This design comes from an exercise in tuning for small area, a short achievable clock period and few clock cycles per item on the open sky130 flow, not from production work. Where RTL was checked, it was by simulation tests only, not by an equivalence proof against the original. Function not checked in run 2: the RTL went through the layout flow alone. No activity file was given, so power comes from the tool's default toggle rates.

## design/flow/config.mk

```make
export PLATFORM = sky130hd
export DESIGN_NAME = CONV
export DESIGN_NICKNAME = CONV
export VERILOG_FILES = /design/flow/design.v
export SDC_FILE = /design/flow/constraint.sdc
export NUM_CORES = 4
export LEC_CHECK = 0
export CAP_MARGIN = 5
export CORE_MARGIN = 2
export CORE_UTILIZATION = 55
export CTS_BUF_LIST = sky130_fd_sc_hd__clkbuf_4 sky130_fd_sc_hd__clkbuf_8
export PLACE_DENSITY = 0.7
export SETUP_SLACK_MARGIN = 4.6
export SLEW_MARGIN = 5
```

## design/flow/constraint.sdc

```tcl
create_clock -name core_clock -period 8.0 [get_ports {clk}]
set_input_delay 1.6000 -clock core_clock [delete_from_list [all_inputs] [get_ports {clk}]]
set_output_delay 1.6000 -clock core_clock [all_outputs]
set_load 0.01 [all_outputs]
```

## design/flow/design.v

```verilog
module  CONV(
	input				clk,
	input				rst_n,
	input 				mode,
	input       		in_valid,
	output reg			out_valid,
	output 		[13:0] 	AWADDR,
	output		 [7:0] 	AWLEN,
	output 				AWVALID,
	input 				AWREADY,
	output reg  [31:0]	WDATA,
	output 				WVALID,
	input 				WREADY,
	output 		[13:0] 	ARADDR,
	output 		 [7:0] 	ARLEN,
	output 				ARVALID,
	input 				ARREADY,
	input		[31:0] 	RDATA,
	input 				RVALID,
	output reg			RREADY
);
reg			mode_r;
wire [5:0]	dd = mode_r ? 6'd2 : 6'd1;
reg			ar_on;
reg  [5:0]	ar_y, ar_c;
reg  [1:0]	ar_e;		 
reg  [13:0]	ar_a;
wire		ar_v0n = (ar_y == 6'd0) || (mode_r && ar_y == 6'd1);
wire		ar_v2  = !((ar_y == 6'd63) || (mode_r && ar_y == 6'd62));
wire		ar_v3  = ar_y[0] && ((!ar_c[0] && ar_c != 6'd0) || ar_c == 6'd63);
wire [5:0]	ar_y1 = ar_y + 6'd1;
wire		ar_nv0n = (ar_y1 == 6'd0) || (mode_r && ar_y1 == 6'd1);
wire		ar_newcol = (ar_e == 2'd3) || (ar_e == 2'd2 && !ar_v3) || (ar_e == 2'd1 && !ar_v2 && !ar_v3);
reg  [5:0]	an_y, an_c;
reg  [1:0]	an_e;
reg			an_on;
always @(*) begin
	an_y = ar_y; an_c = ar_c; an_e = ar_e; an_on = ar_on;
	if (ar_newcol) begin
		if (ar_c == 6'd63) begin
			an_c = 6'd0;
			if (ar_y == 6'd63) an_on = 1'b0;
			else begin an_y = ar_y1; an_e = ar_nv0n ? 2'd1 : 2'd0; end
		end else begin
			an_c = ar_c + 6'd1;
			an_e = ar_v0n ? 2'd1 : 2'd0;
		end
	end else if (ar_e == 2'd0) an_e = 2'd1;
	else if (ar_e == 2'd1 && ar_v2) an_e = 2'd2;
	else an_e = 2'd3;
end
wire [5:0]	an_row = (an_e == 2'd0) ? an_y - dd : (an_e == 2'd2) ? an_y + dd : an_y;
wire [13:0]	an_a = (an_e == 2'd3) ? {4'b1000, an_y[5:1], an_c[0] ? 5'd31 : an_c[5:1] - 5'd1} : {2'b00, an_row, an_c};
assign ARADDR = ar_a;
assign ARLEN = 8'd0;
assign ARVALID = ar_on;
always @(posedge clk or negedge rst_n) begin
	if (!rst_n) begin
		ar_on <= 1'b0; ar_y <= 6'd0; ar_c <= 6'd0; ar_e <= 2'd1; ar_a <= 14'd0;
	end else if (in_valid) begin
		ar_on <= 1'b1; ar_y <= 6'd0; ar_c <= 6'd0; ar_e <= 2'd1; ar_a <= 14'd0;
	end else if (ar_on && ARREADY) begin
		ar_on <= an_on; ar_y <= an_y; ar_c <= an_c; ar_e <= an_e; ar_a <= an_a;
	end
end
reg			rs_on;
reg  [5:0]	rs_y, rs_c;
reg  [1:0]	rs_e;
wire		rs_v0n = (rs_y == 6'd0) || (mode_r && rs_y == 6'd1);
wire		rs_v2  = !((rs_y == 6'd63) || (mode_r && rs_y == 6'd62));
wire		rs_v3  = rs_y[0] && ((!rs_c[0] && rs_c != 6'd0) || rs_c == 6'd63);
wire [5:0]	rs_y1 = rs_y + 6'd1;
wire		rs_nv0n = (rs_y1 == 6'd0) || (mode_r && rs_y1 == 6'd1);
wire		rs_newcol = (rs_e == 2'd3) || (rs_e == 2'd2 && !rs_v3) || (rs_e == 2'd1 && !rs_v2 && !rs_v3);
wire		rs_colend = (rs_e == 2'd2) || (rs_e == 2'd1 && !rs_v2);
reg  [5:0]	rn_y, rn_c;
reg  [1:0]	rn_e;
reg			rn_on;
always @(*) begin
	rn_y = rs_y; rn_c = rs_c; rn_e = rs_e; rn_on = rs_on;
	if (rs_newcol) begin
		if (rs_c == 6'd63) begin
			rn_c = 6'd0;
			if (rs_y == 6'd63) rn_on = 1'b0;
			else begin rn_y = rs_y1; rn_e = rs_nv0n ? 2'd1 : 2'd0; end
		end else begin
			rn_c = rs_c + 6'd1;
			rn_e = rs_v0n ? 2'd1 : 2'd0;
		end
	end else if (rs_e == 2'd0) rn_e = 2'd1;
	else if (rs_e == 2'd1 && rs_v2) rn_e = 2'd2;
	else rn_e = 2'd3;
end
reg			c5f;		 
reg			f3, f4;		 
reg  [11:0]	p_n;		 
wire		p_oddeven = p_n[6] && !p_n[0];
reg			tmpf;		 
reg  [31:0]	tmp;
wire		p_tf = tmpf;
wire [31:0]	p_tmp = tmp;
reg  [287:0] win;		 
wire		r_acc = RVALID && RREADY;
wire		r_pix = r_acc && (rs_e != 2'd3);
always @(posedge clk or negedge rst_n) begin
	if (!rst_n) begin
		rs_on <= 1'b0; rs_y <= 6'd0; rs_c <= 6'd0; rs_e <= 2'd1;
	end else if (in_valid) begin
		rs_on <= 1'b1; rs_y <= 6'd0; rs_c <= 6'd0; rs_e <= 2'd1;
	end else if (r_acc) begin
		rs_on <= rn_on; rs_y <= rn_y; rs_c <= rn_c; rs_e <= rn_e;
	end
end
always @(posedge clk) begin
	if (r_acc && rs_e == 2'd3) tmp <= RDATA;
end
reg  [1:0]	pc;			 
reg  [1:0]	ph;			 
reg			act;		 
reg  [1:0]	j;			 
reg  [11:0]	e_n;		 
reg  [1:0]	rmask, cmask;	 
reg			v0, v1;
reg  [1:0]	j0, j1;
reg			f1, l1;		 
reg  [3:0]	n1;			 
reg  [35:0]	dgr;
reg  [26-1:0] ts, tc;
reg  [36:0]	acc;
reg			rv;			 
reg			wv, pm, wm, fin;
wire		can_push = !pm && (!wv || WREADY) && !(p_oddeven && !p_tf);
wire		frz = rv && v1 && f1 && !can_push;
wire [1:0]	pc_need = mode_r ? 2'd2 : 2'd1;
wire		pc_done = (pc == pc_need);
wire		col_rdy = mode_r ? c5f : f3;
wire		q_empty = !c5f && (mode_r || (!f3 && !f4));
wire		phantom = !rs_on && q_empty && (ph != pc_need) && pc_done;
wire		shift = !frz && (col_rdy || phantom) && (!act || j == 2'd0);
wire		start_out = shift && pc_done;
wire		mv3 = !mode_r && f4 && (!f3 || shift);
wire		mv4 = !mode_r && c5f && (!f4 || mv3);
wire		en3 = mode_r ? shift : mv3;
wire		en4 = mode_r ? shift : mv4;
wire [11:0]	e_n1 = e_n + 12'd1;
wire		push;
reg			c5f_n;
reg			tmpf_n;
always @(*) begin
	c5f_n = c5f;
	if (en4) c5f_n = 1'b0;
	else if (r_pix && rs_colend) c5f_n = 1'b1;
	tmpf_n = tmpf;
	if (push && p_oddeven) tmpf_n = 1'b0;
	if (r_acc && rs_e == 2'd3) tmpf_n = 1'b1;
end
wire		f4_n = mv4 ? 1'b1 : (mv3 ? 1'b0 : f4);
wire		act_n = frz ? act : (act ? ((j == 2'd0) ? start_out : 1'b1) : start_out);
wire [1:0]	j_n = frz ? j : (start_out ? 2'd3 : (act ? j - 2'd1 : j));
wire		rv_n = (!frz && v1 && l1) ? 1'b1 : (push ? 1'b0 : rv);
wire		c5go_n = mode_r ? ((!act_n || j_n == 2'd0) && !rv_n) : !f4_n;
wire		c5free_n = !c5f_n || c5go_n;
wire		rr_n = rn_on && ((rn_e == 2'd3) ? !tmpf_n : c5free_n);
wire		rr_keep = rs_on && ((rs_e == 2'd3) ? !tmpf_n : c5free_n);
always @(posedge clk or negedge rst_n) begin
	if (!rst_n) begin
		c5f <= 1'b0; tmpf <= 1'b0; RREADY <= 1'b0; f3 <= 1'b0; f4 <= 1'b0;
	end else if (in_valid) begin
		c5f <= 1'b0; tmpf <= 1'b0; RREADY <= 1'b0; f3 <= 1'b0; f4 <= 1'b0;
	end else begin
		c5f <= c5f_n; tmpf <= tmpf_n;
		f3 <= mv3 ? 1'b1 : (shift ? 1'b0 : f3);
		f4 <= mv4 ? 1'b1 : (mv3 ? 1'b0 : f4);
		RREADY <= r_acc ? rr_n : rr_keep;
	end
end
always @(posedge clk) begin
	if (shift) win[143:0] <= win[191:48];
	if (en3) win[191:144] <= win[239:192];
	if (en4) win[239:192] <= win[287:240];
	if (r_pix && rs_e == 2'd0) win[255:240] <= RDATA[31:16];
	if (r_pix && rs_e == 2'd1) win[271:256] <= RDATA[31:16];
	if (r_pix && rs_e == 2'd2) win[287:272] <= RDATA[31:16];
end
always @(posedge clk or negedge rst_n) begin
	if (!rst_n) begin
		pc <= 2'd0; ph <= 2'd0; act <= 1'b0; j <= 2'd3; e_n <= 12'hfff;
		rmask <= 2'd0; cmask <= 2'd0; v0 <= 1'b0; v1 <= 1'b0; j0 <= 2'd0; j1 <= 2'd0;
	end else if (in_valid) begin
		pc <= 2'd0; ph <= 2'd0; act <= 1'b0; j <= 2'd3; e_n <= 12'hfff; v0 <= 1'b0; v1 <= 1'b0;
	end else if (!frz) begin
		if (shift && !pc_done) pc <= pc + 2'd1;
		if (shift && phantom) ph <= ph + 2'd1;
		v0 <= act; j0 <= j;
		v1 <= v0; j1 <= j0;
		f1 <= (j0 == 2'd3); l1 <= (j0 == 2'd0);
		n1 <= (j0 == 2'd3) ? 4'd5 : (j0 == 2'd2) ? 4'd5 : (j0 == 2'd1) ? 4'd5 : 4'd0;
		if (act) begin
			j <= j - 2'd1;
			if (j == 2'd0) act <= start_out;
		end else if (start_out) begin
			act <= 1'b1;
		end
		if (start_out) begin
			j <= 2'd3;
			e_n <= e_n1;
			rmask[0] <= (e_n1[11:6] == 6'd0) || (mode_r && e_n1[11:6] == 6'd1);
			rmask[1] <= (e_n1[11:6] == 6'd63) || (mode_r && e_n1[11:6] == 6'd62);
			cmask[0] <= (e_n1[5:0] == 6'd0) || (mode_r && e_n1[5:0] == 6'd1);
			cmask[1] <= (e_n1[5:0] == 6'd63) || (mode_r && e_n1[5:0] == 6'd62);
		end
	end
end
wire [15:0] p0 = win[16*(0*3+0) +: 16];
wire [15:0] p1 = mode_r ? win[16*(2*3+0) +: 16] : win[16*(1*3+0) +: 16];
wire [15:0] p2 = mode_r ? win[16*(4*3+0) +: 16] : win[16*(2*3+0) +: 16];
wire [15:0] p3 = win[16*(0*3+1) +: 16];
wire [15:0] p4 = mode_r ? win[16*(2*3+1) +: 16] : win[16*(1*3+1) +: 16];
wire [15:0] p5 = mode_r ? win[16*(4*3+1) +: 16] : win[16*(2*3+1) +: 16];
wire [15:0] p6 = win[16*(0*3+2) +: 16];
wire [15:0] p7 = mode_r ? win[16*(2*3+2) +: 16] : win[16*(1*3+2) +: 16];
wire [15:0] p8 = mode_r ? win[16*(4*3+2) +: 16] : win[16*(2*3+2) +: 16];
wire m0 = rmask[0] | cmask[0], m1 = rmask[0], m2 = rmask[0] | cmask[1];
wire m3 = cmask[0], m5 = cmask[1];
wire m6 = rmask[1] | cmask[0], m7 = rmask[1], m8 = rmask[1] | cmask[1];
function [3:0] dig;
	input [15:0] p;
	input [1:0] jj;
	input mm;
	begin
		case (jj)
			2'd3: dig = mm ? 4'b1000 : {~p[15], p[14:12]};
			2'd2: dig = mm ? 4'b0000 : p[11:8];
			2'd1: dig = mm ? 4'b0000 : p[7:4];
			default: dig = mm ? 4'b0000 : p[3:0];
		endcase
	end
endfunction
wire [3:0] dn0 = dig(p0, j, m0), dn1 = dig(p1, j, m1), dn2 = dig(p2, j, m2);
wire [3:0] dn3 = dig(p3, j, m3), dn4 = dig(p4, j, 1'b0), dn5 = dig(p5, j, m5);
wire [3:0] dn6 = dig(p6, j, m6), dn7 = dig(p7, j, m7), dn8 = dig(p8, j, m8);
wire s1 = ~dn0[3] ^ dn1[3];
wire c2 = ~dn0[3] & dn1[3];
wire s3 = ~dn0[0] ^ dn1[2];
wire c4 = ~dn0[0] & dn1[2];
wire s5 = ~dn0[2] ^ ~dn0[0];
wire c6 = ~dn0[2] & ~dn0[0];
wire s7 = ~dn0[3] ^ ~dn0[1];
wire c8 = ~dn0[3] & ~dn0[1];
wire s9 = ~dn0[2] ^ ~dn0[0];
wire c10 = ~dn0[2] & ~dn0[0];
wire s11 = ~dn0[3] ^ ~dn0[1] ^ ~dn1[3];
wire c12 = (~dn0[3] & ~dn0[1]) | (~dn0[3] & ~dn1[3]) | (~dn0[1] & ~dn1[3]);
wire s13 = ~dn1[1] ^ ~dn2[3];
wire c14 = ~dn1[1] & ~dn2[3];
wire [13:0] q1_n = {c14, s13, c12, s11, c10, s9, c8, s7, c6, s5, c4, s3, c2, s1};
reg  [14-1:0] q1;
always @(posedge clk) begin
	if (!frz && act) begin
		dgr <= {dn8, dn7, dn6, dn5, dn4, dn3, dn2, dn1, dn0};
		q1 <= q1_n;
	end
end
wire [3:0] dg0 = dgr[3:0], dg1 = dgr[7:4], dg2 = dgr[11:8];
wire [3:0] dg3 = dgr[15:12], dg4 = dgr[19:16], dg5 = dgr[23:20];
wire [3:0] dg6 = dgr[27:24], dg7 = dgr[31:28], dg8 = dgr[35:32];
wire s15 = ~dg0[1] ^ ~dg1[0];
wire c16 = ~dg0[1] & ~dg1[0];
wire s17 = ~dg0[2] ^ dg0[0] ^ ~dg1[1];
wire c18 = (~dg0[2] & dg0[0]) | (~dg0[2] & ~dg1[1]) | (dg0[0] & ~dg1[1]);
wire s19 = ~dg2[0] ^ ~dg3[3];
wire c20 = ~dg2[0] & ~dg3[3];
wire s21 = ~dg0[3] ^ dg0[1] ^ ~dg1[2];
wire c22 = (~dg0[3] & dg0[1]) | (~dg0[3] & ~dg1[2]) | (dg0[1] & ~dg1[2]);
wire s23 = ~dg2[1] ^ dg3[2] ^ dg4[3];
wire c24 = (~dg2[1] & dg3[2]) | (~dg2[1] & dg4[3]) | (dg3[2] & dg4[3]);
wire s25 = dg4[1] ^ dg5[3];
wire c26 = dg4[1] & dg5[3];
wire s27 = dg0[2] ^ ~dg1[3] ^ ~dg1[0];
wire c28 = (dg0[2] & ~dg1[3]) | (dg0[2] & ~dg1[0]) | (~dg1[3] & ~dg1[0]);
wire s29 = ~dg2[2] ^ dg3[3] ^ dg3[0];
wire c30 = (~dg2[2] & dg3[3]) | (~dg2[2] & dg3[0]) | (dg3[3] & dg3[0]);
wire s31 = dg4[2] ^ ~dg5[1] ^ dg6[3];
wire c32 = (dg4[2] & ~dg5[1]) | (dg4[2] & dg6[3]) | (~dg5[1] & dg6[3]);
wire s33 = dg0[3] ^ ~dg1[1] ^ ~dg2[3];
wire c34 = (dg0[3] & ~dg1[1]) | (dg0[3] & ~dg2[3]) | (~dg1[1] & ~dg2[3]);
wire s35 = ~dg2[0] ^ dg3[1] ^ dg4[3];
wire c36 = (~dg2[0] & dg3[1]) | (~dg2[0] & dg4[3]) | (dg3[1] & dg4[3]);
wire s37 = ~dg4[0] ^ ~dg5[2];
wire c38 = ~dg4[0] & ~dg5[2];
wire s39 = ~dg0[0] ^ ~dg1[2] ^ dg1[0];
wire c40 = (~dg0[0] & ~dg1[2]) | (~dg0[0] & dg1[0]) | (~dg1[2] & dg1[0]);
wire s41 = ~dg2[1] ^ dg3[2] ^ dg3[0];
wire c42 = (~dg2[1] & dg3[2]) | (~dg2[1] & dg3[0]) | (dg3[2] & dg3[0]);
wire s43 = ~dg4[1] ^ ~dg5[3] ^ dg5[0];
wire c44 = (~dg4[1] & ~dg5[3]) | (~dg4[1] & dg5[0]) | (~dg5[3] & dg5[0]);
wire s45 = ~dg0[1] ^ ~dg1[3] ^ dg1[1];
wire c46 = (~dg0[1] & ~dg1[3]) | (~dg0[1] & dg1[1]) | (~dg1[3] & dg1[1]);
wire s47 = ~dg2[2] ^ ~dg2[0] ^ dg3[3];
wire c48 = (~dg2[2] & ~dg2[0]) | (~dg2[2] & dg3[3]) | (~dg2[0] & dg3[3]);
wire s49 = dg3[1] ^ ~dg4[2] ^ ~dg4[0];
wire c50 = (dg3[1] & ~dg4[2]) | (dg3[1] & ~dg4[0]) | (~dg4[2] & ~dg4[0]);
wire s51 = dg5[1] ^ dg6[3];
wire c52 = dg5[1] & dg6[3];
wire s53 = ~dg0[2] ^ dg1[2] ^ dg1[0];
wire c54 = (~dg0[2] & dg1[2]) | (~dg0[2] & dg1[0]) | (dg1[2] & dg1[0]);
wire s55 = ~dg2[3] ^ ~dg2[1] ^ dg3[2];
wire c56 = (~dg2[3] & ~dg2[1]) | (~dg2[3] & dg3[2]) | (~dg2[1] & dg3[2]);
wire s57 = dg3[0] ^ ~dg4[3] ^ ~dg4[1];
wire c58 = (dg3[0] & ~dg4[3]) | (dg3[0] & ~dg4[1]) | (~dg4[3] & ~dg4[1]);
wire s59 = dg5[2] ^ dg5[0] ^ dg6[2];
wire c60 = (dg5[2] & dg5[0]) | (dg5[2] & dg6[2]) | (dg5[0] & dg6[2]);
wire s61 = q1[0] ^ dg1[1] ^ ~dg2[2];
wire c62 = (q1[0] & dg1[1]) | (q1[0] & ~dg2[2]) | (dg1[1] & ~dg2[2]);
wire s63 = dg3[3] ^ dg3[1] ^ ~dg4[2];
wire c64 = (dg3[3] & dg3[1]) | (dg3[3] & ~dg4[2]) | (dg3[1] & ~dg4[2]);
wire s65 = dg4[0] ^ dg5[3] ^ dg5[1];
wire c66 = (dg4[0] & dg5[3]) | (dg4[0] & dg5[1]) | (dg5[3] & dg5[1]);
wire s67 = dg6[3] ^ dg6[0] ^ ~dg7[0];
wire c68 = (dg6[3] & dg6[0]) | (dg6[3] & ~dg7[0]) | (dg6[0] & ~dg7[0]);
wire s69 = q1[1] ^ q1[2] ^ dg1[0];
wire c70 = (q1[1] & q1[2]) | (q1[1] & dg1[0]) | (q1[2] & dg1[0]);
wire s71 = ~dg2[3] ^ dg3[2] ^ dg3[0];
wire c72 = (~dg2[3] & dg3[2]) | (~dg2[3] & dg3[0]) | (dg3[2] & dg3[0]);
wire s73 = ~dg4[3] ^ dg4[1] ^ dg5[2];
wire c74 = (~dg4[3] & dg4[1]) | (~dg4[3] & dg5[2]) | (dg4[1] & dg5[2]);
wire s75 = dg6[1] ^ ~dg7[1] ^ ~dg8[3];
wire c76 = (dg6[1] & ~dg7[1]) | (dg6[1] & ~dg8[3]) | (~dg7[1] & ~dg8[3]);
wire s77 = q1[3] ^ ~dg0[1] ^ dg1[3];
wire c78 = (q1[3] & ~dg0[1]) | (q1[3] & dg1[3]) | (~dg0[1] & dg1[3]);
wire s79 = dg1[1] ^ dg3[3] ^ dg3[1];
wire c80 = (dg1[1] & dg3[3]) | (dg1[1] & dg3[1]) | (dg3[3] & dg3[1]);
wire s81 = dg4[2] ^ dg5[3] ^ dg5[0];
wire c82 = (dg4[2] & dg5[3]) | (dg4[2] & dg5[0]) | (dg5[3] & dg5[0]);
wire s83 = dg6[2] ^ ~dg7[2];
wire c84 = dg6[2] & ~dg7[2];
wire s85 = q1[4] ^ dg1[2] ^ ~dg1[0];
wire c86 = (q1[4] & dg1[2]) | (q1[4] & ~dg1[0]) | (dg1[2] & ~dg1[0]);
wire s87 = ~dg2[0] ^ dg3[2] ^ dg4[3];
wire c88 = (~dg2[0] & dg3[2]) | (~dg2[0] & dg4[3]) | (dg3[2] & dg4[3]);
wire s89 = ~dg4[0] ^ dg5[1] ^ dg6[3];
wire c90 = (~dg4[0] & dg5[1]) | (~dg4[0] & dg6[3]) | (dg5[1] & dg6[3]);
wire s91 = dg6[0] ^ ~dg7[3] ^ ~dg8[2];
wire c92 = (dg6[0] & ~dg7[3]) | (dg6[0] & ~dg8[2]) | (~dg7[3] & ~dg8[2]);
wire s93 = q1[5] ^ q1[6] ^ dg1[3];
wire c94 = (q1[5] & q1[6]) | (q1[5] & dg1[3]) | (q1[6] & dg1[3]);
wire s95 = ~dg1[1] ^ ~dg2[1] ^ dg3[3];
wire c96 = (~dg1[1] & ~dg2[1]) | (~dg1[1] & dg3[3]) | (~dg2[1] & dg3[3]);
wire s97 = ~dg3[0] ^ ~dg4[1] ^ dg5[2];
wire c98 = (~dg3[0] & ~dg4[1]) | (~dg3[0] & dg5[2]) | (~dg4[1] & dg5[2]);
wire s99 = dg5[0] ^ dg6[1] ^ ~dg8[3];
wire c100 = (dg5[0] & dg6[1]) | (dg5[0] & ~dg8[3]) | (dg6[1] & ~dg8[3]);
wire s101 = q1[7] ^ q1[8] ^ ~dg1[2];
wire c102 = (q1[7] & q1[8]) | (q1[7] & ~dg1[2]) | (q1[8] & ~dg1[2]);
wire s103 = ~dg1[0] ^ ~dg2[2] ^ ~dg2[0];
wire c104 = (~dg1[0] & ~dg2[2]) | (~dg1[0] & ~dg2[0]) | (~dg2[2] & ~dg2[0]);
wire s105 = ~dg3[1] ^ ~dg4[2] ^ dg5[3];
wire c106 = (~dg3[1] & ~dg4[2]) | (~dg3[1] & dg5[3]) | (~dg4[2] & dg5[3]);
wire s107 = dg5[1] ^ dg6[2] ^ dg6[0];
wire c108 = (dg5[1] & dg6[2]) | (dg5[1] & dg6[0]) | (dg6[2] & dg6[0]);
wire s109 = q1[9] ^ q1[10] ^ q1[12];
wire c110 = (q1[9] & q1[10]) | (q1[9] & q1[12]) | (q1[10] & q1[12]);
wire s111 = ~dg2[1] ^ ~dg3[2] ^ ~dg4[3];
wire c112 = (~dg2[1] & ~dg3[2]) | (~dg2[1] & ~dg4[3]) | (~dg3[2] & ~dg4[3]);
wire s113 = dg4[0] ^ dg5[2] ^ ~dg5[0];
wire c114 = (dg4[0] & dg5[2]) | (dg4[0] & ~dg5[0]) | (dg5[2] & ~dg5[0]);
wire s115 = dg6[3] ^ dg6[1] ^ dg7[0];
wire c116 = (dg6[3] & dg6[1]) | (dg6[3] & dg7[0]) | (dg6[1] & dg7[0]);
wire s117 = q1[11] ^ q1[13] ^ ~dg0[2];
wire c118 = (q1[11] & q1[13]) | (q1[11] & ~dg0[2]) | (q1[13] & ~dg0[2]);
wire s119 = ~dg1[2] ^ ~dg2[2] ^ ~dg3[3];
wire c120 = (~dg1[2] & ~dg2[2]) | (~dg1[2] & ~dg3[3]) | (~dg2[2] & ~dg3[3]);
wire s121 = dg4[1] ^ dg5[3] ^ ~dg5[1];
wire c122 = (dg4[1] & dg5[3]) | (dg4[1] & ~dg5[1]) | (dg5[3] & ~dg5[1]);
wire s123 = ~dg0[3] ^ ~dg1[3];
wire c124 = ~dg0[3] & ~dg1[3];
wire s125 = ~dg0[1] ^ dg1[1] ^ dg2[0];
wire c126 = (~dg0[1] & dg1[1]) | (~dg0[1] & dg2[0]) | (dg1[1] & dg2[0]);
wire s127 = ~dg0[2] ^ dg1[2] ^ dg2[1];
wire c128 = (~dg0[2] & dg1[2]) | (~dg0[2] & dg2[1]) | (dg1[2] & dg2[1]);
wire s129 = ~dg3[0] ^ ~dg5[3] ^ ~dg5[1];
wire c130 = (~dg3[0] & ~dg5[3]) | (~dg3[0] & ~dg5[1]) | (~dg5[3] & ~dg5[1]);
wire s131 = ~dg0[3] ^ ~dg0[0] ^ dg1[3];
wire c132 = (~dg0[3] & ~dg0[0]) | (~dg0[3] & dg1[3]) | (~dg0[0] & dg1[3]);
wire s133 = dg2[2] ^ ~dg3[1] ^ dg4[0];
wire c134 = (dg2[2] & ~dg3[1]) | (dg2[2] & dg4[0]) | (~dg3[1] & dg4[0]);
wire s135 = ~dg5[2] ^ dg5[0];
wire c136 = ~dg5[2] & dg5[0];
wire s137 = s15 ^ dg2[3] ^ ~dg3[2];
wire c138 = (s15 & dg2[3]) | (s15 & ~dg3[2]) | (dg2[3] & ~dg3[2]);
wire s139 = dg3[0] ^ dg4[1] ^ ~dg5[3];
wire c140 = (dg3[0] & dg4[1]) | (dg3[0] & ~dg5[3]) | (dg4[1] & ~dg5[3]);
wire s141 = dg5[1] ^ dg6[0] ^ dg8[3];
wire c142 = (dg5[1] & dg6[0]) | (dg5[1] & dg8[3]) | (dg6[0] & dg8[3]);
wire s143 = c16 ^ s17 ^ s19;
wire c144 = (c16 & s17) | (c16 & s19) | (s17 & s19);
wire s145 = dg3[1] ^ dg4[2] ^ dg4[0];
wire c146 = (dg3[1] & dg4[2]) | (dg3[1] & dg4[0]) | (dg4[2] & dg4[0]);
wire s147 = dg5[2] ^ dg6[1] ^ ~dg7[0];
wire c148 = (dg5[2] & dg6[1]) | (dg5[2] & ~dg7[0]) | (dg6[1] & ~dg7[0]);
wire s149 = c18 ^ c20 ^ s21;
wire c150 = (c18 & c20) | (c18 & s21) | (c20 & s21);
wire s151 = s23 ^ s25 ^ ~dg5[0];
wire c152 = (s23 & s25) | (s23 & ~dg5[0]) | (s25 & ~dg5[0]);
wire s153 = dg6[2] ^ ~dg7[1] ^ dg8[0];
wire c154 = (dg6[2] & ~dg7[1]) | (dg6[2] & dg8[0]) | (~dg7[1] & dg8[0]);
wire s155 = c22 ^ c24 ^ c26;
wire c156 = (c22 & c24) | (c22 & c26) | (c24 & c26);
wire s157 = s27 ^ s29 ^ s31;
wire c158 = (s27 & s29) | (s27 & s31) | (s29 & s31);
wire s159 = dg6[0] ^ ~dg7[2] ^ dg8[1];
wire c160 = (dg6[0] & ~dg7[2]) | (dg6[0] & dg8[1]) | (~dg7[2] & dg8[1]);
wire s161 = c28 ^ c30 ^ c32;
wire c162 = (c28 & c30) | (c28 & c32) | (c30 & c32);
wire s163 = s33 ^ s35 ^ s37;
wire c164 = (s33 & s35) | (s33 & s37) | (s35 & s37);
wire s165 = dg6[1] ^ ~dg7[3] ^ dg8[2];
wire c166 = (dg6[1] & ~dg7[3]) | (dg6[1] & dg8[2]) | (~dg7[3] & dg8[2]);
wire s167 = c34 ^ c36 ^ c38;
wire c168 = (c34 & c36) | (c34 & c38) | (c36 & c38);
wire s169 = s39 ^ s41 ^ s43;
wire c170 = (s39 & s41) | (s39 & s43) | (s41 & s43);
wire s171 = dg6[2] ^ dg6[0] ^ dg8[3];
wire c172 = (dg6[2] & dg6[0]) | (dg6[2] & dg8[3]) | (dg6[0] & dg8[3]);
wire s173 = c40 ^ c42 ^ c44;
wire c174 = (c40 & c42) | (c40 & c44) | (c42 & c44);
wire s175 = s45 ^ s47 ^ s49;
wire c176 = (s45 & s47) | (s45 & s49) | (s47 & s49);
wire s177 = s51 ^ dg6[1] ^ ~dg8[0];
wire c178 = (s51 & dg6[1]) | (s51 & ~dg8[0]) | (dg6[1] & ~dg8[0]);
wire s179 = c46 ^ c48 ^ c50;
wire c180 = (c46 & c48) | (c46 & c50) | (c48 & c50);
wire s181 = c52 ^ s53 ^ s55;
wire c182 = (c52 & s53) | (c52 & s55) | (s53 & s55);
wire s183 = s57 ^ s59 ^ ~dg8[1];
wire c184 = (s57 & s59) | (s57 & ~dg8[1]) | (s59 & ~dg8[1]);
wire s185 = c54 ^ c56 ^ c58;
wire c186 = (c54 & c56) | (c54 & c58) | (c56 & c58);
wire s187 = c60 ^ s61 ^ s63;
wire c188 = (c60 & s61) | (c60 & s63) | (s61 & s63);
wire s189 = s65 ^ s67 ^ ~dg8[2];
wire c190 = (s65 & s67) | (s65 & ~dg8[2]) | (s67 & ~dg8[2]);
wire s191 = c62 ^ c64 ^ c66;
wire c192 = (c62 & c64) | (c62 & c66) | (c64 & c66);
wire s193 = c68 ^ s69 ^ s71;
wire c194 = (c68 & s69) | (c68 & s71) | (s69 & s71);
wire s195 = s73 ^ s75 ^ ~dg8[0];
wire c196 = (s73 & s75) | (s73 & ~dg8[0]) | (s75 & ~dg8[0]);
wire s197 = c70 ^ c72 ^ c74;
wire c198 = (c70 & c72) | (c70 & c74) | (c72 & c74);
wire s199 = c76 ^ s77 ^ s79;
wire c200 = (c76 & s77) | (c76 & s79) | (s77 & s79);
wire s201 = s81 ^ s83 ^ ~dg8[1];
wire c202 = (s81 & s83) | (s81 & ~dg8[1]) | (s83 & ~dg8[1]);
wire s203 = c78 ^ c80 ^ c82;
wire c204 = (c78 & c80) | (c78 & c82) | (c80 & c82);
wire s205 = c84 ^ s85 ^ s87;
wire c206 = (c84 & s85) | (c84 & s87) | (s85 & s87);
wire s207 = s89 ^ s91 ^ ~dg8[0];
wire c208 = (s89 & s91) | (s89 & ~dg8[0]) | (s91 & ~dg8[0]);
wire s209 = c86 ^ c88 ^ c90;
wire c210 = (c86 & c88) | (c86 & c90) | (c88 & c90);
wire s211 = c92 ^ s93 ^ s95;
wire c212 = (c92 & s93) | (c92 & s95) | (s93 & s95);
wire s213 = s97 ^ s99 ^ ~dg8[1];
wire c214 = (s97 & s99) | (s97 & ~dg8[1]) | (s99 & ~dg8[1]);
wire s215 = c94 ^ c96 ^ c98;
wire c216 = (c94 & c96) | (c94 & c98) | (c96 & c98);
wire s217 = c100 ^ s101 ^ s103;
wire c218 = (c100 & s101) | (c100 & s103) | (s101 & s103);
wire s219 = s105 ^ s107 ^ ~dg8[2];
wire c220 = (s105 & s107) | (s105 & ~dg8[2]) | (s107 & ~dg8[2]);
wire s221 = c102 ^ c104 ^ c106;
wire c222 = (c102 & c104) | (c102 & c106) | (c104 & c106);
wire s223 = c108 ^ s109 ^ s111;
wire c224 = (c108 & s109) | (c108 & s111) | (s109 & s111);
wire s225 = s113 ^ s115 ^ ~dg8[3];
wire c226 = (s113 & s115) | (s113 & ~dg8[3]) | (s115 & ~dg8[3]);
wire s227 = c110 ^ c112 ^ c114;
wire c228 = (c110 & c112) | (c110 & c114) | (c112 & c114);
wire s229 = c116 ^ s117 ^ s119;
wire c230 = (c116 & s117) | (c116 & s119) | (s117 & s119);
wire s231 = s121 ^ dg6[2] ^ dg7[1];
wire c232 = (s121 & dg6[2]) | (s121 & dg7[1]) | (dg6[2] & dg7[1]);
wire s233 = c118 ^ c120 ^ c122;
wire c234 = (c118 & c120) | (c118 & c122) | (c120 & c122);
wire s235 = s123 ^ ~dg2[3] ^ dg4[2];
wire c236 = (s123 & ~dg2[3]) | (s123 & dg4[2]) | (~dg2[3] & dg4[2]);
wire s237 = ~dg5[2] ^ dg6[3] ^ dg7[2];
wire c238 = (~dg5[2] & dg6[3]) | (~dg5[2] & dg7[2]) | (dg6[3] & dg7[2]);
wire s239 = c124 ^ dg4[3];
wire c240 = c124 & dg4[3];
wire s241 = ~dg0[0] ^ dg1[0];
wire c242 = ~dg0[0] & dg1[0];
wire s243 = s125 ^ ~dg5[2] ^ ~dg5[0];
wire c244 = (s125 & ~dg5[2]) | (s125 & ~dg5[0]) | (~dg5[2] & ~dg5[0]);
wire s245 = ~dg6[2] ^ dg8[2];
wire c246 = ~dg6[2] & dg8[2];
wire s247 = c126 ^ s127 ^ s129;
wire c248 = (c126 & s127) | (c126 & s129) | (s127 & s129);
wire s249 = ~dg6[3] ^ dg8[3] ^ dg8[1];
wire c250 = (~dg6[3] & dg8[3]) | (~dg6[3] & dg8[1]) | (dg8[3] & dg8[1]);
wire s251 = c128 ^ c130 ^ s131;
wire c252 = (c128 & c130) | (c128 & s131) | (c130 & s131);
wire s253 = s133 ^ s135 ^ dg8[2];
wire c254 = (s133 & s135) | (s133 & dg8[2]) | (s135 & dg8[2]);
wire s255 = c132 ^ c134 ^ c136;
wire c256 = (c132 & c134) | (c132 & c136) | (c134 & c136);
wire s257 = s137 ^ s139 ^ s141;
wire c258 = (s137 & s139) | (s137 & s141) | (s139 & s141);
wire s259 = c138 ^ c140 ^ c142;
wire c260 = (c138 & c140) | (c138 & c142) | (c140 & c142);
wire s261 = s143 ^ s145 ^ s147;
wire c262 = (s143 & s145) | (s143 & s147) | (s145 & s147);
wire s263 = c144 ^ c146 ^ c148;
wire c264 = (c144 & c146) | (c144 & c148) | (c146 & c148);
wire s265 = s149 ^ s151 ^ s153;
wire c266 = (s149 & s151) | (s149 & s153) | (s151 & s153);
wire s267 = c150 ^ c152 ^ c154;
wire c268 = (c150 & c152) | (c150 & c154) | (c152 & c154);
wire s269 = s155 ^ s157 ^ s159;
wire c270 = (s155 & s157) | (s155 & s159) | (s157 & s159);
wire s271 = c156 ^ c158 ^ c160;
wire c272 = (c156 & c158) | (c156 & c160) | (c158 & c160);
wire s273 = s161 ^ s163 ^ s165;
wire c274 = (s161 & s163) | (s161 & s165) | (s163 & s165);
wire s275 = c162 ^ c164 ^ c166;
wire c276 = (c162 & c164) | (c162 & c166) | (c164 & c166);
wire s277 = s167 ^ s169 ^ s171;
wire c278 = (s167 & s169) | (s167 & s171) | (s169 & s171);
wire s279 = c168 ^ c170 ^ c172;
wire c280 = (c168 & c170) | (c168 & c172) | (c170 & c172);
wire s281 = s173 ^ s175 ^ s177;
wire c282 = (s173 & s175) | (s173 & s177) | (s175 & s177);
wire s283 = c174 ^ c176 ^ c178;
wire c284 = (c174 & c176) | (c174 & c178) | (c176 & c178);
wire s285 = s179 ^ s181 ^ s183;
wire c286 = (s179 & s181) | (s179 & s183) | (s181 & s183);
wire s287 = c180 ^ c182 ^ c184;
wire c288 = (c180 & c182) | (c180 & c184) | (c182 & c184);
wire s289 = s185 ^ s187 ^ s189;
wire c290 = (s185 & s187) | (s185 & s189) | (s187 & s189);
wire s291 = c186 ^ c188 ^ c190;
wire c292 = (c186 & c188) | (c186 & c190) | (c188 & c190);
wire s293 = s191 ^ s193 ^ s195;
wire c294 = (s191 & s193) | (s191 & s195) | (s193 & s195);
wire s295 = c192 ^ c194 ^ c196;
wire c296 = (c192 & c194) | (c192 & c196) | (c194 & c196);
wire s297 = s197 ^ s199 ^ s201;
wire c298 = (s197 & s199) | (s197 & s201) | (s199 & s201);
wire s299 = c198 ^ c200 ^ c202;
wire c300 = (c198 & c200) | (c198 & c202) | (c200 & c202);
wire s301 = s203 ^ s205 ^ s207;
wire c302 = (s203 & s205) | (s203 & s207) | (s205 & s207);
wire s303 = c204 ^ c206 ^ c208;
wire c304 = (c204 & c206) | (c204 & c208) | (c206 & c208);
wire s305 = s209 ^ s211 ^ s213;
wire c306 = (s209 & s211) | (s209 & s213) | (s211 & s213);
wire s307 = c210 ^ c212 ^ c214;
wire c308 = (c210 & c212) | (c210 & c214) | (c212 & c214);
wire s309 = s215 ^ s217 ^ s219;
wire c310 = (s215 & s217) | (s215 & s219) | (s217 & s219);
wire s311 = c216 ^ c218 ^ c220;
wire c312 = (c216 & c218) | (c216 & c220) | (c218 & c220);
wire s313 = s221 ^ s223 ^ s225;
wire c314 = (s221 & s223) | (s221 & s225) | (s223 & s225);
wire s315 = c222 ^ c224 ^ c226;
wire c316 = (c222 & c224) | (c222 & c226) | (c224 & c226);
wire s317 = s227 ^ s229 ^ s231;
wire c318 = (s227 & s229) | (s227 & s231) | (s229 & s231);
wire s319 = c228 ^ c230 ^ c232;
wire c320 = (c228 & c230) | (c228 & c232) | (c230 & c232);
wire s321 = s233 ^ s235 ^ s237;
wire c322 = (s233 & s235) | (s233 & s237) | (s235 & s237);
wire s323 = c234 ^ c236 ^ c238;
wire c324 = (c234 & c236) | (c234 & c238) | (c236 & c238);
wire s325 = s239 ^ ~dg5[3] ^ dg7[3];
wire c326 = (s239 & ~dg5[3]) | (s239 & dg7[3]) | (~dg5[3] & dg7[3]);
wire s327 = s241 ^ ~dg5[1];
wire c328 = s241 & ~dg5[1];
wire s329 = c242 ^ s243 ^ s245;
wire c330 = (c242 & s243) | (c242 & s245) | (s243 & s245);
wire s331 = c244 ^ c246 ^ s247;
wire c332 = (c244 & c246) | (c244 & s247) | (c246 & s247);
wire s333 = c248 ^ c250 ^ s251;
wire c334 = (c248 & c250) | (c248 & s251) | (c250 & s251);
wire s335 = c252 ^ c254 ^ s255;
wire c336 = (c252 & c254) | (c252 & s255) | (c254 & s255);
wire s337 = c256 ^ c258 ^ s259;
wire c338 = (c256 & c258) | (c256 & s259) | (c258 & s259);
wire s339 = c260 ^ c262 ^ s263;
wire c340 = (c260 & c262) | (c260 & s263) | (c262 & s263);
wire s341 = c264 ^ c266 ^ s267;
wire c342 = (c264 & c266) | (c264 & s267) | (c266 & s267);
wire s343 = c268 ^ c270 ^ s271;
wire c344 = (c268 & c270) | (c268 & s271) | (c270 & s271);
wire s345 = c272 ^ c274 ^ s275;
wire c346 = (c272 & c274) | (c272 & s275) | (c274 & s275);
wire s347 = c276 ^ c278 ^ s279;
wire c348 = (c276 & c278) | (c276 & s279) | (c278 & s279);
wire s349 = c280 ^ c282 ^ s283;
wire c350 = (c280 & c282) | (c280 & s283) | (c282 & s283);
wire s351 = c284 ^ c286 ^ s287;
wire c352 = (c284 & c286) | (c284 & s287) | (c286 & s287);
wire s353 = c288 ^ c290 ^ s291;
wire c354 = (c288 & c290) | (c288 & s291) | (c290 & s291);
wire s355 = c292 ^ c294 ^ s295;
wire c356 = (c292 & c294) | (c292 & s295) | (c294 & s295);
wire s357 = c296 ^ c298 ^ s299;
wire c358 = (c296 & c298) | (c296 & s299) | (c298 & s299);
wire s359 = c300 ^ c302 ^ s303;
wire c360 = (c300 & c302) | (c300 & s303) | (c302 & s303);
wire s361 = c304 ^ c306 ^ s307;
wire c362 = (c304 & c306) | (c304 & s307) | (c306 & s307);
wire s363 = c308 ^ c310 ^ s311;
wire c364 = (c308 & c310) | (c308 & s311) | (c310 & s311);
wire s365 = c312 ^ c314 ^ s315;
wire c366 = (c312 & c314) | (c312 & s315) | (c314 & s315);
wire s367 = c316 ^ c318 ^ s319;
wire c368 = (c316 & c318) | (c316 & s319) | (c318 & s319);
wire s369 = c320 ^ c322 ^ s323;
wire c370 = (c320 & c322) | (c320 & s323) | (c322 & s323);
wire s371 = c324 ^ c326;
wire c372 = c324 & c326;
wire s373 = ~dg5[0] ^ ~dg6[0];
wire c374 = ~dg5[0] & ~dg6[0];
wire s375 = s327 ^ ~dg6[1] ^ dg8[1];
wire c376 = (s327 & ~dg6[1]) | (s327 & dg8[1]) | (~dg6[1] & dg8[1]);
wire s377 = c328 ^ s329 ^ dg8[0];
wire c378 = (c328 & s329) | (c328 & dg8[0]) | (s329 & dg8[0]);
wire s379 = c330 ^ s331 ^ s249;
wire c380 = (c330 & s331) | (c330 & s249) | (s331 & s249);
wire s381 = c332 ^ s333 ^ s253;
wire c382 = (c332 & s333) | (c332 & s253) | (s333 & s253);
wire s383 = c334 ^ s335 ^ s257;
wire c384 = (c334 & s335) | (c334 & s257) | (s335 & s257);
wire s385 = c336 ^ s337 ^ s261;
wire c386 = (c336 & s337) | (c336 & s261) | (s337 & s261);
wire s387 = c338 ^ s339 ^ s265;
wire c388 = (c338 & s339) | (c338 & s265) | (s339 & s265);
wire s389 = c340 ^ s341 ^ s269;
wire c390 = (c340 & s341) | (c340 & s269) | (s341 & s269);
wire s391 = c342 ^ s343 ^ s273;
wire c392 = (c342 & s343) | (c342 & s273) | (s343 & s273);
wire s393 = c344 ^ s345 ^ s277;
wire c394 = (c344 & s345) | (c344 & s277) | (s345 & s277);
wire s395 = c346 ^ s347 ^ s281;
wire c396 = (c346 & s347) | (c346 & s281) | (s347 & s281);
wire s397 = c348 ^ s349 ^ s285;
wire c398 = (c348 & s349) | (c348 & s285) | (s349 & s285);
wire s399 = c350 ^ s351 ^ s289;
wire c400 = (c350 & s351) | (c350 & s289) | (s351 & s289);
wire s401 = c352 ^ s353 ^ s293;
wire c402 = (c352 & s353) | (c352 & s293) | (s353 & s293);
wire s403 = c354 ^ s355 ^ s297;
wire c404 = (c354 & s355) | (c354 & s297) | (s355 & s297);
wire s405 = c356 ^ s357 ^ s301;
wire c406 = (c356 & s357) | (c356 & s301) | (s357 & s301);
wire s407 = c358 ^ s359 ^ s305;
wire c408 = (c358 & s359) | (c358 & s305) | (s359 & s305);
wire s409 = c360 ^ s361 ^ s309;
wire c410 = (c360 & s361) | (c360 & s309) | (s361 & s309);
wire s411 = c362 ^ s363 ^ s313;
wire c412 = (c362 & s363) | (c362 & s313) | (s363 & s313);
wire s413 = c364 ^ s365 ^ s317;
wire c414 = (c364 & s365) | (c364 & s317) | (s365 & s317);
wire s415 = c366 ^ s367 ^ s321;
wire c416 = (c366 & s367) | (c366 & s321) | (s367 & s321);
wire s417 = c368 ^ s369 ^ s325;
wire c418 = (c368 & s369) | (c368 & s325) | (s369 & s325);
wire s419 = c370 ^ s371 ^ c240;
wire c420 = (c370 & s371) | (c370 & c240) | (s371 & c240);
wire [25:0] tree_s = {1'b0, c420, c418, c416, c414, c412, c410, c408, c406, c404, c402, c400, c398, c396, c394, c392, c390, c388, c386, c384, c382, c380, c378, c376, c374, s373};
wire [25:0] tree_c = {1'b0, c372, s419, s417, s415, s413, s411, s409, s407, s405, s403, s401, s399, s397, s395, s393, s391, s389, s387, s385, s383, s381, s379, s377, s375, dg8[0]};
always @(posedge clk) begin
	if (!frz && v0) begin ts <= tree_s; tc <= tree_c; end
end
wire [36:0]	acc_base = {f1 ? 33'd384326 : acc[32:0], n1};
always @(posedge clk) begin
	if (!frz && v1) acc <= acc_base + {{(37-26){1'b0}}, ts} + {{(37-26){1'b0}}, tc};
end
reg  [31:0]	mx;
wire [31:0]	relu = acc[36] ? 32'd0 : acc[31:0];
assign		push = rv && can_push;
wire [31:0]	other = p_n[0] ? mx : p_tmp;
wire		o_gt = acc[36] || (other > acc[31:0]);
wire [31:0]	cmpv = o_gt ? other : acc[31:0];
wire [31:0]	mx_new = (p_n[0] || p_n[6]) ? cmpv : relu;
always @(posedge clk or negedge rst_n) begin
	if (!rst_n) rv <= 1'b0;
	else if (in_valid) rv <= 1'b0;
	else if (!frz && v1 && l1) rv <= 1'b1;
	else if (push) rv <= 1'b0;
end
always @(posedge clk) begin
	if (push) begin
		WDATA <= relu;
		mx <= mx_new;
	end else if (wv && WREADY && pm) WDATA <= mx;
end
always @(posedge clk or negedge rst_n) begin
	if (!rst_n) begin
		wv <= 1'b0; pm <= 1'b0; wm <= 1'b0; fin <= 1'b0; p_n <= 12'd0; out_valid <= 1'b0;
	end else begin
		out_valid <= wv && WREADY && wm && fin;
		if (in_valid) begin
			wv <= 1'b0; pm <= 1'b0; wm <= 1'b0; fin <= 1'b0; p_n <= 12'd0;
		end else if (push) begin
			wv <= 1'b1; wm <= 1'b0; pm <= p_n[0]; p_n <= p_n + 12'd1;
			if (p_n == 12'd4095) fin <= 1'b1;
		end else if (wv && WREADY) begin
			if (pm) begin pm <= 1'b0; wm <= 1'b1; end
			else wv <= 1'b0;
		end
	end
end
assign WVALID = wv;
reg			aw_on, aw_l1;
reg  [11:0]	aw_n;
reg  [13:0]	aw_a;
assign AWVALID = aw_on;
assign AWLEN = 8'd0;
assign AWADDR = aw_a;
wire [11:0]	aw_n1 = aw_n + 12'd1;
always @(posedge clk or negedge rst_n) begin
	if (!rst_n) begin
		aw_on <= 1'b0; aw_l1 <= 1'b0; aw_n <= 12'd0; aw_a <= 14'd0;
	end else if (in_valid) begin
		aw_on <= 1'b1; aw_l1 <= 1'b0; aw_n <= 12'd0; aw_a <= 14'h1000;
	end else if (aw_on && AWREADY) begin
		if (!aw_l1 && aw_n[0]) begin
			aw_l1 <= 1'b1;
			aw_a <= {4'b1000, aw_n[11:7], aw_n[5:1]};
		end else begin
			aw_l1 <= 1'b0;
			aw_n <= aw_n1;
			aw_a <= {2'b01, aw_n1};
			if (aw_n == 12'd4095) aw_on <= 1'b0;
		end
	end
end
always @(posedge clk or negedge rst_n) begin
	if (!rst_n) mode_r <= 1'b0;
	else if (in_valid) mode_r <= mode;
end
endmodule
```

## design/flow/run.sh

```bash
#!/bin/bash
# synth_recipe.tcl (not shown) runs the flow's synth.tcl, then flattens the netlist and writes it again
# the make line also repeats each setting of config.mk as NAME=value (left out here)
make -C /OpenROAD-flow-scripts/flow DESIGN_CONFIG=/design/flow/config.mk WORK_HOME=/design/flow/orfs CLKGATE_MAP_FILE= SYNTH_SCRIPT=/design/flow/synth_recipe.tcl finish
```

==> results of run 1 <==
==> repair_timing <==
action	CTS	global route
cloned	6	5
pin swaps	83	52
gates resized for setup	161	106
setup endpoints to repair	324	212
setup buffers	75	32
==> placed cells by master, fill, tap and decap left out, types with 49 or more instances in the layout <==
cell	instances
mux2i_1	49
inv_1	361
buf_4	97
clkdlybuf4s50_1	99
fa_1	162
ha_1	92
dfrtp_1	99
nand2_1	169
a21oi_1	96
clkbuf_8	109
o21ai_0	78
edfxtp_1	519
fa_2	54
nor2_1	155
==> sequential cells by signal, indices dropped and copies added, names as in the netlist, 6 cells and up <==
register,flops
WDATA,32
mx,32
tmp,32
e_n,12
ts,25
aw_a,14
acc,34
tc,25
ar_c,6
p_n,12
rs_y,6
rs_c,6
ar_y,6
ar_a,13
win,288
dgr,36
aw_n,12
q1,12
==> routing by layer <==
metal | part of all wire [%] | up-vias | global-route usage [%]
met1 | 42 | 10800 | 34.6
met4 | 3.1 | 0 | 8.45
met3 | 6.8 | 165 | 4.03
li1 | - | 9850 | -
met5 | 0 | - | 0
met2 | 48 | 805 | 42.3
==> through the flow <==
step | util (%) | std cells | hold WS [ps]
after floorplan | - | 2696 | 400
after global placement | 58.8 | 3483 | 401
after detailed placement | 58.8 | 3483 | 405
after CTS | 64.5 | 3757 | 388
after global routing | 65.6 | 3795 | 381
final | 65.6 | 3795 | 389
==> cell usage after synthesis, types with 42 or more instances <==
master	n	area, sq um
o21ai_0	89	445
a21oi_1	109	546
ha_1	112	1400
edfxtp_1	519	15600
dfrtp_1	105	2630
nand2_1	172	646
o31ai_1	42	315
clkbuf_1	73	274
fa_1	216	4320
nor2_1	172	646
inv_1	416	1560
mux2i_1	51	510
xnor2_1	44	385
==> worst paths after layout <==
check / cells past startpoint / end
setup / recovery: 9 / tc[18]
hold / removal: 0 / win[127]
setup reg to reg: 9 / tc[18]
hold reg to reg: 0 / win[127]
max in group asynchronous: 2 / p_n[0]
min in group asynchronous: 1 / ar_a[13]
==> worst max-delay path: cells and delay by family (launching register included) <==
family | cells | cell delay, ps
fa+ha+maj | 5 | 2320
buf+inv | 4 | 430
flops | 1 | 490
==> power by group through the flow <==
stage | sequential, mW | combinational, mW | clock (mW)
after CTS | 3.95 | 1.21 | 2.90
after detailed placement | 4.03 | 1.13 | 0
after floorplan | 3.98 | 0.755 | 0
final | 3.95 | 1.25 | 2.84
after global routing | 3.97 | 1.41 | 3.06
after global placement | 4.02 | 1.09 | 0
==> kinds of logic after synthesis <==
logic type	count (synthesis)
multiplexers	73
XOR/XNOR	79
buffers and inverters	539
other	1
AO/OA/AOI/OAI	468
adder cells (fa/ha/maj)	329
AND/OR/NAND/NOR	551
flip-flops	640
==> cell type report <==
cell class                 count  area share (%)
antenna                        1         0.00629
clock buffer                 138            4.30
clock inverter                55            1.03
inverter                     418            4.03
multi-input combinational   1521            35.2
sequential                   640            46.9
tap                          782            2.46
timing repair buffer         239            6.05
timing repair inverter         1          0.0189
==> impl_results.md, run 1 <==
* Fin Clk Skew at 56.7 ps
* DRT antenna net count at 0
* Worst-path clk slew at ~70 ps
* Placed cell area at 35,600 sq um
* Clock share of power at around a third
* Hold Path Class: flop to flop
* Via density per instance at 5.70
* Adder-cell share of the synthesized area at between 15 and 20%
* Hold violation total from the final report at 0
* Largest net degree at the start of global routing at 71
* Die Y at 252 microns
* Cell variety after synth at between 90 and 100
* Slowest library cell on the worst path: fa_1
* Critical Path Start: dgr[22]
* Area Growth Syn to Fin at 17.7%
* # port buffers at 103
* Complex-gate fraction of the synthesized area at 9.67%
* First drt pass iteration count at 8
* Starting density of the core at around 56%
* Initial drt markers at between 1,500 and 2,000
* Power Total at 8.05 mW
* FF-to-FF Start: dgr[22]
* Cts hold-fix bufs at 0
* Register area at 18,600 sq um
* Worst endpoint required time at between 8000 and 9000 ps
* Tot GR Track Use at between 20 and 30%
* Hold wc startpoint: win[175]
* Rows at 90
* Root Driver: clkbuf_8
* Vias at 21,600
* Status: timing/DRC/antenna clean
* Drt wl/cell at about 21 microns
* LEAKAGE at between 15 and 20 nW
* Fin crit period at ~3500 ps
* Seq pwr share at between 40% and 50%
* Gr ovfl total at 0
* WL final at ~81,000 microns
* Syn Inst Count at approximately 2,700
* Combinational power share at between 10% and 20%
* Die ar. at ~63,000 sq um
* VDD IR max at 0.156 mV
* Worst Tran Pin Value at 1170 ps
* I/O pin count at 121
* CP arrival at approximately 4000 ps
* Crit-path most repeated cell: fa_1
* Internal power at 5.85 mW
* Synth Register Bits at 640
* CP Cell Sequence: buf_4, buf_6, fa_1, fa_2, fa_1, inv_1, fa_1, inv_1, fa_1
* Detailed Place HPWL at around 54,000 microns
* Worst-skew pair later-pin latency at roughly 750 ps
* Sum Neg Setup Slack at 0 ps
* Post-synthesis simple-gate area fraction at roughly 7.6%
* Final setup violation count at 0
* Place WS at around 3000 ps
* Share of layout cells above drive strength 1 at approximately 19%
* Mux contribution to synthesized area at 2.28%
* CP Max Fanout at 2
* Sequential area share after synthesis at between 50% and 60%
* Post-Syn Area at roughly 34,000 sq um
* Final Cell Area at approximately 40,000 sq um
* Worst Setup Start Kind: flop
* Slowest stage delay, CP at roughly 560 ps
* Gpl congestion at 0.974
* Top FF cell, synth: edfxtp_1
* Slew HR at roughly 22%
* Vias in the first global route at 22,000
* P_sw at around 2.2 mW
* Synth async-reset ratio at approximately a fifth
* CTS max path bufs at 3
* Largest family of logic cells by synthesized area: adder cells
* Initial antenna violation count at 1
* Synth Area per Inst at between 10 and 15 sq um
* Reg2Reg Setup Slack at 4470 ps
* Number of fill cells in the layout at between 4,000 and 5,000
* # DRC at 0
* Critical path class: flop to flop
* Die W at between 200 and 300 microns
* CTS tree: yes
* Setup crit end kind: flop
* Syn. warnings at 1
* Switch share at a little over a quarter
* Final Net Count at around 3,300
* Max Cap Viol at 0
* RSZ-0062 raised after global routing: true
* Footprint of the multi-input gates at between 10,000 and 15,000 sq um
* Post-Synth XOR/XNOR Area at ~2.0%
* First-pass GRT wire length at approximately 120,000 microns
* Core area at 60,600 sq um
* Final worst slack at about 4500 ps
* Pwr per Cell Area at 202 nW/um^2
* Final Cycle Share at ~44%
* Fmax at about 280 MHz
* Post-synth EDFFs at ~520
* Clock Sink Count at 640
* CTS H-Tree Depth at 3
* CTS Buf Count at ~100
* Count of pins over their slew limit at 0
Testbench counts, summed over its fixed seeds: cycles 224,425, images 12.
==> run 2, diff against run 1 <==
--- a/design/flow/design.v
+++ b/design/flow/design.v
@@ -717,24 +717,21 @@
 assign WVALID = wv;
 reg			aw_on, aw_l1;
 reg  [11:0]	aw_n;
-reg  [13:0]	aw_a;
 assign AWVALID = aw_on;
 assign AWLEN = 8'd0;
-assign AWADDR = aw_a;
+assign AWADDR = aw_l1 ? {4'b1000, aw_n[11:7], aw_n[5:1]} : {2'b01, aw_n};
 wire [11:0]	aw_n1 = aw_n + 12'd1;
 always @(posedge clk or negedge rst_n) begin
 	if (!rst_n) begin
-		aw_on <= 1'b0; aw_l1 <= 1'b0; aw_n <= 12'd0; aw_a <= 14'd0;
+		aw_on <= 1'b0; aw_l1 <= 1'b0; aw_n <= 12'd0;
 	end else if (in_valid) begin
-		aw_on <= 1'b1; aw_l1 <= 1'b0; aw_n <= 12'd0; aw_a <= 14'h1000;
+		aw_on <= 1'b1; aw_l1 <= 1'b0; aw_n <= 12'd0;
 	end else if (aw_on && AWREADY) begin
 		if (!aw_l1 && aw_n[0]) begin
 			aw_l1 <= 1'b1;
-			aw_a <= {4'b1000, aw_n[11:7], aw_n[5:1]};
 		end else begin
 			aw_l1 <= 1'b0;
 			aw_n <= aw_n1;
-			aw_a <= {2'b01, aw_n1};
 			if (aw_n == 12'd4095) aw_on <= 1'b0;
 		end
 	end
==> design/flow/config.mk (replaced) <==
export PLATFORM = sky130hd
export DESIGN_NAME = CONV
export DESIGN_NICKNAME = CONV
export VERILOG_FILES = /design/flow/design.v
export SDC_FILE = /design/flow/constraint.sdc
export NUM_CORES = 4
export LEC_CHECK = 0
export CAP_MARGIN = 20
export CORE_MARGIN = 2
export CORE_UTILIZATION = 40
export CTS_BUF_LIST = sky130_fd_sc_hd__clkbuf_4 sky130_fd_sc_hd__clkbuf_8
export SETUP_SLACK_MARGIN = 4.6
export SLEW_MARGIN = 20
==> run 2 against run 1 <==
  * Critical path depth did not move
  * Sequential power is 1% lower
  * Non-clock buffer count is 42 higher
  * Still clean
  * Design area grew 3.0%
  * Final cell count increased by 13%
  * Critical endpoint is now tc[13]
==> impl_results.md, run 2 <==
* Status: timing/DRC/antenna clean
* Top FF cell, synth: edfxtp_1
* Gr ovfl total at 0
* WL final at around 87,000 microns
* Detailed Place HPWL at 57,900 microns
* Root Driver: clkbuf_8
* Die W at around 300 microns
* Metal2 WL at 42,500 microns
* Share of layout cells above drive strength 1 at 21.4%
* Final Cycle Share at a little under half
* Seq pwr share at between 40% and 50%
* Most frequent cells in the layout: edfxtp_1, inv_1, nor2_1
* Slew HR at around 38%
* Placed Cells at 3,933
* Gpl congestion at 0.930
* CP arrival at approximately 4000 ps
* Final Net Count at roughly 3,400
* CTS max path bufs at 3
* Initial antenna violation count at 1
* # DRC at 0
* Sum Neg Setup Slack at 0 ps
* Final Non-Filler Cells at around 4,300
* Hold violation total from the final report at 0
* Biggest registers after layout: win: 288 flops, dgr: 36 flops, acc: 34 flops
* # port buffers at roughly 100
* Initial drt markers at approximately 1,800
* Synth Register Bits at roughly 630
* DRT antenna net count at 0
* Worst endpoint required time at 8400 ps
* Starting density of the core at between 40% and 50%
* Top layer used by detailed routing: met4
* Core area at 83,800 sq um
* Number of fill cells in the layout at around 7,400
* Syn Inst Count at about 2,800
* Syn. warnings at 1
* Max Cap Viol at 0
* Critical path class: flop to flop
* Footprint of the multi-input gates at approximately 15,000 sq um
* Synth async-reset ratio at between 10% and 20%
* CTS Buf Count at 105
* Area Growth Syn to Fin at 20.7%
* Top cells by count, synth: edfxtp_1, inv_1, nor2_1
* Min Hold Slack at 389 ps
* Clock Sink Count at 627
* Worst Setup Start Kind: flop
* Drt wl/cell at ~20 microns
* Final Cell Area at 41,000 sq um
* Largest register by flop count: win
* Largest net degree at the start of global routing at 92
* Fin Clk Skew at ~68 ps
* Count leader, synth: edfxtp_1
* Via density per instance at roughly 5.2
* Worst Tran Pin Value at about 920 ps
* I/O pin count at between 100 and 150
* CTS H-Tree Depth at 3
* Vias in the first global route at ~23,000
* Register area at between 15,000 and 20,000 sq um
* Final setup violation count at 0
* Most common cell after layout, fill and taps aside: edfxtp_1
* Worst-skew pair later-pin latency at 730 ps
* Pwr per Cell Area at approximately 190 nW/um^2
* Synth Area per Inst at roughly 12 sq um
* Hold Path Class: flop to flop
* P_sw at approximately 2.1 mW
* Internal power at 5.84 mW
* Setup crit end kind: flop
* Combinational power share at 15.6%
* Routed wl met3 at ~5700 microns
* Fmax at 276 MHz
* First drt pass iteration count at 8
* Synth top area share at between 40 and 50%
* Clock share of power at ~36%
* Tot GR Track Use at about a fifth
* Placed cell area at between 30,000 and 40,000 sq um
* First-pass GRT wire length at about 130,000 microns
* Post-synth EDFFs at about 520
* VDD IR max at around 0.13 mV
* Count of pins over their slew limit at 0
* LEAKAGE at roughly 16 nW
* Vias at about 22,000
* Sequential area share after synthesis at roughly 54%
* Rows at approximately 110
* Power Total at 7.99 mW
* Post-synth top area cell: edfxtp_1
* Switch share at between 20% and 30%
* Die Y at slightly below 300 microns
* Die ar. at just under 90,000 sq um
* ANT cells at 0
* Largest cells by area after synthesis: edfxtp_1, fa_1, dfrtp_1
* Fin crit period at around 3600 ps
* CTS tree: yes
* Max reg flops at ~290
* Wire length on met1 at roughly 36,000 microns
* Worst-path clk slew at 60 ps
* Cell variety after synth at 88
* RSZ-0062 raised after global routing: true
* Post-Syn Area at about 34,000 sq um
* CP Max Fanout at 5
## run 2: final timing paths
| kind | startpoint | end | slack (ps) | depth (start not counted) |
|---|---|---|---|---|
| max | dgr[22] | tc[13] | 4370 | 9 |
| min | win[261] | win[213] | 390 | 0 |
| max reg2reg | dgr[22] | tc[13] | 4370 | 9 |
| min reg2reg | win[261] | win[213] | 390 | 0 |
| max in group asynchronous | rst_n | ar_y[0] | 5830 | 2 |
| min in group asynchronous | rst_n | aw_n[4] | 940 | 1 |
## run 2: per-layer routing
metal  track usage [%]  vias up
li1                  -    10200
met1              25.6    11200
met2              33.3      790
met3              3.56      163
met4              6.20        0
met5                 0        -
## run 2: area by class of cell
cell class	count	area share [%]
Clock buffer	154	4.58
Inverter	425	3.97
Sequential cell	627	44.7
Clock inverter	38	0.596
Multi-Input combinational cell	1619	35.6
Tap cell	1134	3.46
Timing Repair inverter	3	0.0550
Timing Repair Buffer	281	6.99
## run 2: stage by stage
stage | util (%) | worst slack [ps]
6_report | 48.9 | 4370
5_1_grt | 48.9 | 4320
3_3_place_gp | 43.3 | 2920
4_1_cts | 47.5 | 4370
3_5_place_dp | 43.3 | 2840
2_1_floorplan | - | 4220
## run 2: kinds of logic (layout without fill, tap and decap cells)
kind of cell | after synthesis | in the layout | share of synthesized area, %
simple gates | 633 | 633 | 8.65
flops | 627 | 627 | 53.9
buf+inv | 561 | 901 | 6.46
compound gates | 493 | 494 | 9.88
fa+ha+maj | 329 | 329 | 16.9
mux | 76 | 76 | 2.36
xor+xnor | 70 | 70 | 1.81
other cells | 1 | 17 | 0.0110
## run 2: worst max-delay path: stages (launching register included)
cell,delay [ps]
edfxtp_1,520
clkinvlp_4,260
fa_1,550
inv_1,60
fa_2,520
inv_2,40
fa_2,360
fa_1,540
inv_2,50
fa_2,430
## run 2: timing repair
| item | 4_1_cts | 5_1_grt |
|---|---|---|
| pin swaps | 63 | 63 |
| gates cloned | 9 | 6 |
| endpoints found under the setup margin | 398 | 91 |
| buffers inserted | 99 | 40 |
| gates resized for setup | 224 | 154 |
| hold endpoints to repair | 0 | 0 |
| hold buffers | 0 | 0 |
## run 2: power groups by stage
stage | Sequential, mW | Clock (mW) | Combinational (mW)
2_1_floorplan | 3.91 | 0 | 0.749
3_3_place_gp | 3.96 | 0 | 1.09
3_5_place_dp | 3.97 | 0 | 1.11
4_1_cts | 3.89 | 2.92 | 1.21
5_1_grt | 3.91 | 3.06 | 1.41
6_report | 3.90 | 2.85 | 1.24

re-timing with driven ports:
In the flow no input, the clock included, has a driving cell. The finished layouts below were timed again as built, in two steps.
Step 1, drivers: a clkbuf_16 drives clk and a buf_2 each remaining input, both assumed.
Step 2, shift: input delay + t, output delay - t, t = (earliest + latest rising clock arrival at the registers) / 2. This alone moves slack from input paths to output paths.
Slacks: ideal ports / drivers / drivers and shift; pairs: ideal ports / drivers.
run	t (ns)	setup WS [ns]	latest minus earliest clock arrival (ns)	worst slew at a driven data input, ns
run 1	0.770	4.466 / 4.466 / 3.865	0.083 / 0.083	0.07
run 2	0.764	4.375 / 4.375 / 3.966	0.087 / 0.087	0.08
After both steps every run listed still meets setup and hold. The setup slack of run 1, which loses most, moves by 0.000 ns with the drivers and by -0.601 ns with both steps.
